From an optimization exercise on the open Yosys and OpenROAD flow, aimed at small area; shortcuts taken in it are not production practice.
The RTL was checked by simulation tests, not by an equivalence proof against the original design.
The flow treats the clock pin as an ideal source. Dropping or thinning the clock tree relies on that and would not hold on a real chip.
Power and IR drop assume default switching activity.

== job 101 ==
Design lowpass_pwm_uart, start of the top module:
module lowpass_pwm_uart (
    input CLK,
    input RST,
    output B6,
    output PMOD1,
    output PMOD3,
    output PMOD5,
    output PMOD7,
    output PMOD2,
    output PMOD4,
    output PMOD6,
    output PMOD8
);
    reg [7:0] K;
    reg [5:0] r;
    reg z;             
    reg [8:0] u;
    reg p;
    reg [7:0] lo;      
    reg [7:0] nm;      
    reg [7:0] nh;      
    reg b6;
    reg [2:0] ns3;     
    reg sf;            
    wire k7 = &K[2:0];
    wire kz = ~|K[2:0];
    wire rw = r[0] & r[1] & r[3] & r[5];    
    wire [7:0] nd = ~(u[7:0] ^ {8{u[8]}});   
    wire [8:0] kc;
    wire [7:0] k1;
    assign kc[0] = rw;
    wire [9:0] uc;
    wire [8:0] u1;
    assign uc[0] = z;
    wire [8:0] n, m;
    assign n[0] = 1'b1;
    assign m[0] = 1'b1;
    wire [8:0] ac;
    wire [7:0] lo1;
    assign ac[0] = np;
    wire np = ~p;
    wire [16:0] hc;
    wire [15:0] nx = {nh, nm};
    wire [15:0] nx1;
    assign hc[0] = ~ac[8];
    genvar i;
    generate
        for (i = 0; i < 8; i = i + 1) begin : g_k
            assign k1[i] = K[i] ^ kc[i];
            assign kc[i+1] = K[i] & kc[i];
            assign n[i+1] = (K[i] & nd[i]) | (K[i] & n[i]) | (nd[i] & n[i]);
            assign m[i+1] = (K[i] & nh[i]) | (K[i] & m[i]) | (nh[i] & m[i]);
            assign lo1[i] = lo[i] ^ nh[i] ^ ac[i];
            assign ac[i+1] = (lo[i] & nh[i]) | (ac[i] & (lo[i] ^ nh[i]));
        end
        for (i = 0; i < 9; i = i + 1) begin : g_u
            assign u1[i] = u[i] ^ uc[i];
            assign uc[i+1] = u[i] & uc[i];
        end
        for (i = 0; i < 16; i = i + 1) begin : g_a
            assign nx1[i] = nx[i] ^ p ^ hc[i];
            assign hc[i+1] = (nx[i] & p) | (hc[i] & (nx[i] ^ p));
        end
    endgenerate
    always @(posedge CLK) begin
        if (RST) begin
            K <= 8'd0;
            r <= 6'd56;
            z <= 1'b1;
            u <= 9'd0;
            p <= 1'b0;
            lo <= 8'd0;
            nm <= 8'hff;
            nh <= 8'hff;
            b6 <= 1'b0;
            ns3 <= 3'b111;
            sf <= 1'b0;
        end else begin
  ...
For scale: roughly 230 cells after synthesis, roughly 2600 um^2 of cells after synthesis.
clock: 10.0 ns
lec_check: 0
cap_margin: 20
core_margin: 2
core_utilization: 40
gpl_timing_driven: 0
slew_margin: 20
run.sh (not shown) runs the stock make flow with config.mk's settings and CLKGATE_MAP_FILE= SYNTH_SCRIPT=/design/flow/synth_recipe.tcl, a recipe that flattens the netlist after the stock synthesis.
[inputs] job 102 vs job 101
- a deleted GPL_TIMING_DRIVEN that had been 0
[summary]
- Job 101 → job 102: combinational power went up about 2%, post-synthesis to final-layout area growth lower, path depth of the worst reg2reg path +1.
- The global-route layer with the greatest usage comes out met2 in one run and met1 in the other, namely in job 102 and job 101 respectively.
- Compared to job 101, the routing of job 102 uses less wire.
- Looking at detailed placement HPWL, job 102 sits 9.9% lower than job 101 does.


tundra:
lowpass_pwm_uart again, from the RTL that the note above started with.
## lowpass_pwm_uart
module lowpass_pwm_uart (
    input CLK,
    input RST,
    output B6,
    output PMOD1,
    output PMOD3,
    output PMOD5,
    output PMOD7,
    output PMOD2,
    output PMOD4,
    output PMOD6,
    output PMOD8
);
export LEC_CHECK = 0
export CAP_MARGIN = 20
export CORE_MARGIN = 2
export CORE_UTILIZATION = 70
export GPL_TIMING_DRIVEN = 0
export SLEW_MARGIN = 20
create_clock -name core_clock -period 10.0 [get_ports {CLK}]
standard.sh (not shown) runs the stock make flow with config.mk's settings and CLKGATE_MAP_FILE= SYNTH_SCRIPT=/design/flow/synth_recipe.tcl, a recipe that flattens the netlist after the stock synthesis.
==> flow/flow/run.sh <==
#!/bin/bash
# The standard layout (standard.sh) with three changes:
#  1. after the standard synthesis, the logic between the registers is
#     re-mapped by ABC for area (flow/resynth.tcl); registers and full adder
#     cells are kept as the standard synthesis made them;
#  2. the ports are buffered with buf_1;
#  3. the clock tree is four buffers fed by the clock port, each driving the
#     flip-flops of one quarter of the die (flow/clock_tree.tcl, run in place
#     of TritonCTS).
# Each tool's full output goes to a log file here.
set -euo pipefail
here=$(pwd)
res=$here/orfs/results/$FLOW_PLATFORM/lowpass_pwm_uart/base
yosys_exe=$(command -v yosys || echo "$FLOW_HOME/../tools/install/yosys/bin/yosys")

bash standard.sh synth > standard_synth.log 2>&1

cp "$res/1_2_yosys.v" "$here/synth_standard.v"
RESYNTH_IN="$here/synth_standard.v" RESYNTH_OUT="$here/synth_resynth.v" \
  RESYNTH_LIB="$FLOW_HOME/platforms/$FLOW_PLATFORM/lib/sky130_fd_sc_hd__tt_025C_1v80.lib" \
  "$yosys_exe" -c "$here/flow/resynth.tcl" > resynth.log 2>&1
cp "$here/synth_resynth.v" "$res/1_2_yosys.v"
rm -f "$res/1_synth.odb" "$res/1_synth.sdc"

bash standard.sh \
  "BUFFER_PORTS_ARGS=-buffer_cell sky130_fd_sc_hd__buf_1" \
  "PRE_CTS_TCL=$here/flow/clock_tree.tcl" \
  finish > standard.log 2>&1
==> flow/flow/clock_tree.tcl <==
# Clock tree for a small design, run as ORFS's PRE_CTS_TCL hook: split the
# clock sinks into four balanced groups (halves along x, each halved along
# y) and drive each group from its own buffer, placed at the group's centre
# and fed by the clock port. TritonCTS is then skipped; the rest of the CTS
# step (legalisation, timing repair) runs as usual.
set cts_cell sky130_fd_sc_hd__buf_4

set block [ord::get_db_block]
set master [[ord::get_db] findMaster $cts_cell]
set clknet [$block findNet CLK]
set sinks {}
foreach it [$clknet getITerms] {
  set loc [[$it getInst] getLocation]
  lappend sinks [list [lindex $loc 0] [lindex $loc 1] $it]
}
set sinks [lsort -integer -index 0 $sinks]
set h [expr {[llength $sinks] / 2}]
set groups {}
foreach half [list [lrange $sinks 0 [expr {$h - 1}]] [lrange $sinks $h end]] {
  set half [lsort -integer -index 1 $half]
  set q [expr {[llength $half] / 2}]
  lappend groups [lrange $half 0 [expr {$q - 1}]] [lrange $half $q end]
}
set g 0
foreach grp $groups {
  set inst [odb::dbInst_create $block $master clkbuf_leaf_$g]
  set net [odb::dbNet_create $block clknet_leaf_$g]
  $net setSigType CLOCK
  set sx 0
  set sy 0
  set m 0
  foreach s $grp {
    incr sx [lindex $s 0]
    incr sy [lindex $s 1]
    incr m
    set it [lindex $s 2]
    $it disconnect
    $it connect $net
  }
  [$inst findITerm A] connect $clknet
  [$inst findITerm X] connect $net
  $inst setLocation [expr {$sx / $m}] [expr {$sy / $m}]
  $inst setPlacementStatus PLACED
  puts "clock_tree: group $g, $m sinks, [$master getName]"
  incr g
}

rename clock_tree_synthesis {}
proc clock_tree_synthesis { args } {
  puts "clock_tree: TritonCTS skipped"
}
Other scripts of this flow, unchanged in this note and not shown: flow/flow/resynth.tcl
tundra: done, clean on timing, DRC and antenna
Edits applied to the flow inputs when going from tundra to garnet:
- GPL_TIMING_DRIVEN removed (was 0)
## What came out
tundra → garnet: total power moved up; wire length of the first global-routing pass rose by about 1.1%.
Relative to tundra, fraction of area in registers has gone down in garnet.
tundra was routed with fewer vias than garnet.
Diff garnet and tundra: clock group share of total power higher in tundra
Relative to tundra, the final net count of garnet is higher by 0.40%.
In the metrics for garnet and tundra, the one carrying the lower final critical delay including setup and external delays is garnet.
Final cycle utilization of the critical path for garnet: 1.4 points down relative to tundra
Inputs modified between garnet and pepper:
- setting GPL_TIMING_DRIVEN to 0 for the first time
- changing CAP_MARGIN from 20 to 0
- changing SLEW_MARGIN from 20 to 0
Results
pepper against garnet: final wirelength has decreased; number of buffers and inverters on the critical path has increased.
The portion of total power attributed to the clock network of garnet and that of pepper are within noise of each other.
garnet reports its critical path launch point as nh[0] while pepper reports p.
NOTE: core utilization in pepper falls short of that of garnet
Comparing garnet and pepper, cell count is higher on garnet.
Design area delta for pepper relative to garnet: 7.5 µm² lower
What harbor does differently from pepper at the input level:
- swapping 0 for 20 in CAP_MARGIN
- swapping 0 for 20 in SLEW_MARGIN
-- flow/flow/run.sh --
<<< pepper, line 8
#     flip-flops of one quarter of the die (flow/clock_tree.tcl, run in place
#     of TritonCTS).
>>> harbor, line 8
#     flip-flops of one quarter of the die, each the smallest of buf_4, buf_6
#     and buf_8 that keeps the estimated clock-pin slew under 127 ps
#     (flow/clock_tree.tcl, run in place of TritonCTS).
-- flow/flow/clock_tree.tcl --
<<< pepper, line 4
# and fed by the clock port. TritonCTS is then skipped; the rest of the CTS
# step (legalisation, timing repair) runs as usual.
set cts_cell sky130_fd_sc_hd__buf_4
>>> harbor, line 4
# and fed by the clock port. A group whose estimated clock-pin slew is high
# gets a stronger buffer. TritonCTS is then skipped; the rest of the CTS step
# (legalisation, timing repair) runs as usual.
set cts_cells {sky130_fd_sc_hd__buf_4 sky130_fd_sc_hd__buf_6 sky130_fd_sc_hd__buf_8}
set cts_slew_target 0.127
<<< pepper, line 8
>>> harbor, line 10
set db [ord::get_db]
<<< pepper, line 9
set master [[ord::get_db] findMaster $cts_cell]
>>> harbor, line 12
<<< pepper, line 24
>>> harbor, line 26
set bufs {}
<<< pepper, line 26
  set inst [odb::dbInst_create $block $master clkbuf_leaf_$g]
>>> harbor, line 29
  set inst [odb::dbInst_create $block [$db findMaster [lindex $cts_cells 0]] clkbuf_leaf_$g]
<<< pepper, line 32
>>> harbor, line 35
  set pins {}
<<< pepper, line 39
>>> harbor, line 43
    lappend pins "[[$it getInst] getName]/[[$it getMTerm] getName]"
<<< pepper, line 44
  puts "clock_tree: group $g, $m sinks, [$master getName]"
>>> harbor, line 49
  lappend bufs [list $inst $pins]
<<< pepper, line 47
>>> harbor, line 52

# Estimate each group's worst clock-pin slew from the placement and move to
# the next stronger buffer until it is below the target.
proc group_slew { pins } {
  set worst 0
  foreach p $pins {
    set s [get_property [get_pins $p] slew_max]
    if { $s > $worst } {
      set worst $s
    }
  }
  return $worst
}
set_propagated_clock [all_clocks]
foreach b $bufs {
  lassign $b inst pins
  foreach cell $cts_cells {
    $inst swapMaster [$db findMaster $cell]
    estimate_parasitics -placement
    set slew [group_slew $pins]
    if { $slew <= $cts_slew_target } {
      break
    }
  }
  puts "clock_tree: [$inst getName], [llength $pins] sinks, [[$inst getMaster] getName], estimated slew [format %.1f [expr {$slew * 1000}]] ps"
}
unset_propagated_clock [all_clocks]
Half-perimeter wire length of the detailed placement result was higher in the run labelled harbor. Between pepper and harbor, the clock share of power figures differ only marginally. Compared to pepper, harbor reaches a higher achievable clock. Compared to pepper, the routing of harbor uses more wire. Between harbor and pepper, share of the clock period used by the worst path is lower for harbor, pepper comes in above that. Taking pepper as the reference, in harbor design area held; global-route wire length before repair went up 0.77%; number of max-cap violations held.
In every run of this note, the design's own scripts or RTL, not TritonCTS, make the clock network.

[what the ideal ports hide]
In the flow no input, the clock included, has a driving cell. The finished layouts below were timed again as built, in two steps.
Step 1 sets driving cells, clkbuf_16 on the clock port and buf_2 on the other inputs (assumed; they add their load-dependent delay and slew).
Step 2, shift: input delay + t, output delay - t, t = (earliest + latest rising clock arrival at the registers) / 2. This alone moves slack from input paths to output paths.
a / b / c = ideal ports / drivers / drivers and shift; a / b = the first two.
| run | t (ns) | slack for setup (ns) | clock arrival spread, ns | worst register clock-pin slew, ns | worst data-port slew with drivers (ns) |
|---|---|---|---|---|---|
| job 101 | 0.329 | 1.122 / 1.122 / 1.122 | 0.016 / 0.016 | 0.11 / 0.11 | 0.03 |
| job 102 | 0.333 | 1.241 / 1.241 / 1.241 | 0.007 / 0.008 | 0.10 / 0.10 | 0.03 |
| tundra | 0.196 | 1.315 / 1.315 / 1.315 | 0.008 / 0.008 | 0.12 / 0.12 | 0.02 |
| garnet | 0.199 | 1.454 / 1.454 / 1.454 | 0.003 / 0.003 | 0.12 / 0.12 | 0.03 |
| pepper | 0.197 | 1.058 / 1.058 / 1.058 | 0.009 / 0.008 | 0.12 / 0.12 | 0.02 |
| harbor | 0.196 | 1.315 / 1.315 / 1.315 | 0.008 / 0.008 | 0.12 / 0.12 | 0.02 |
After both steps setup and hold are still met in every run listed.
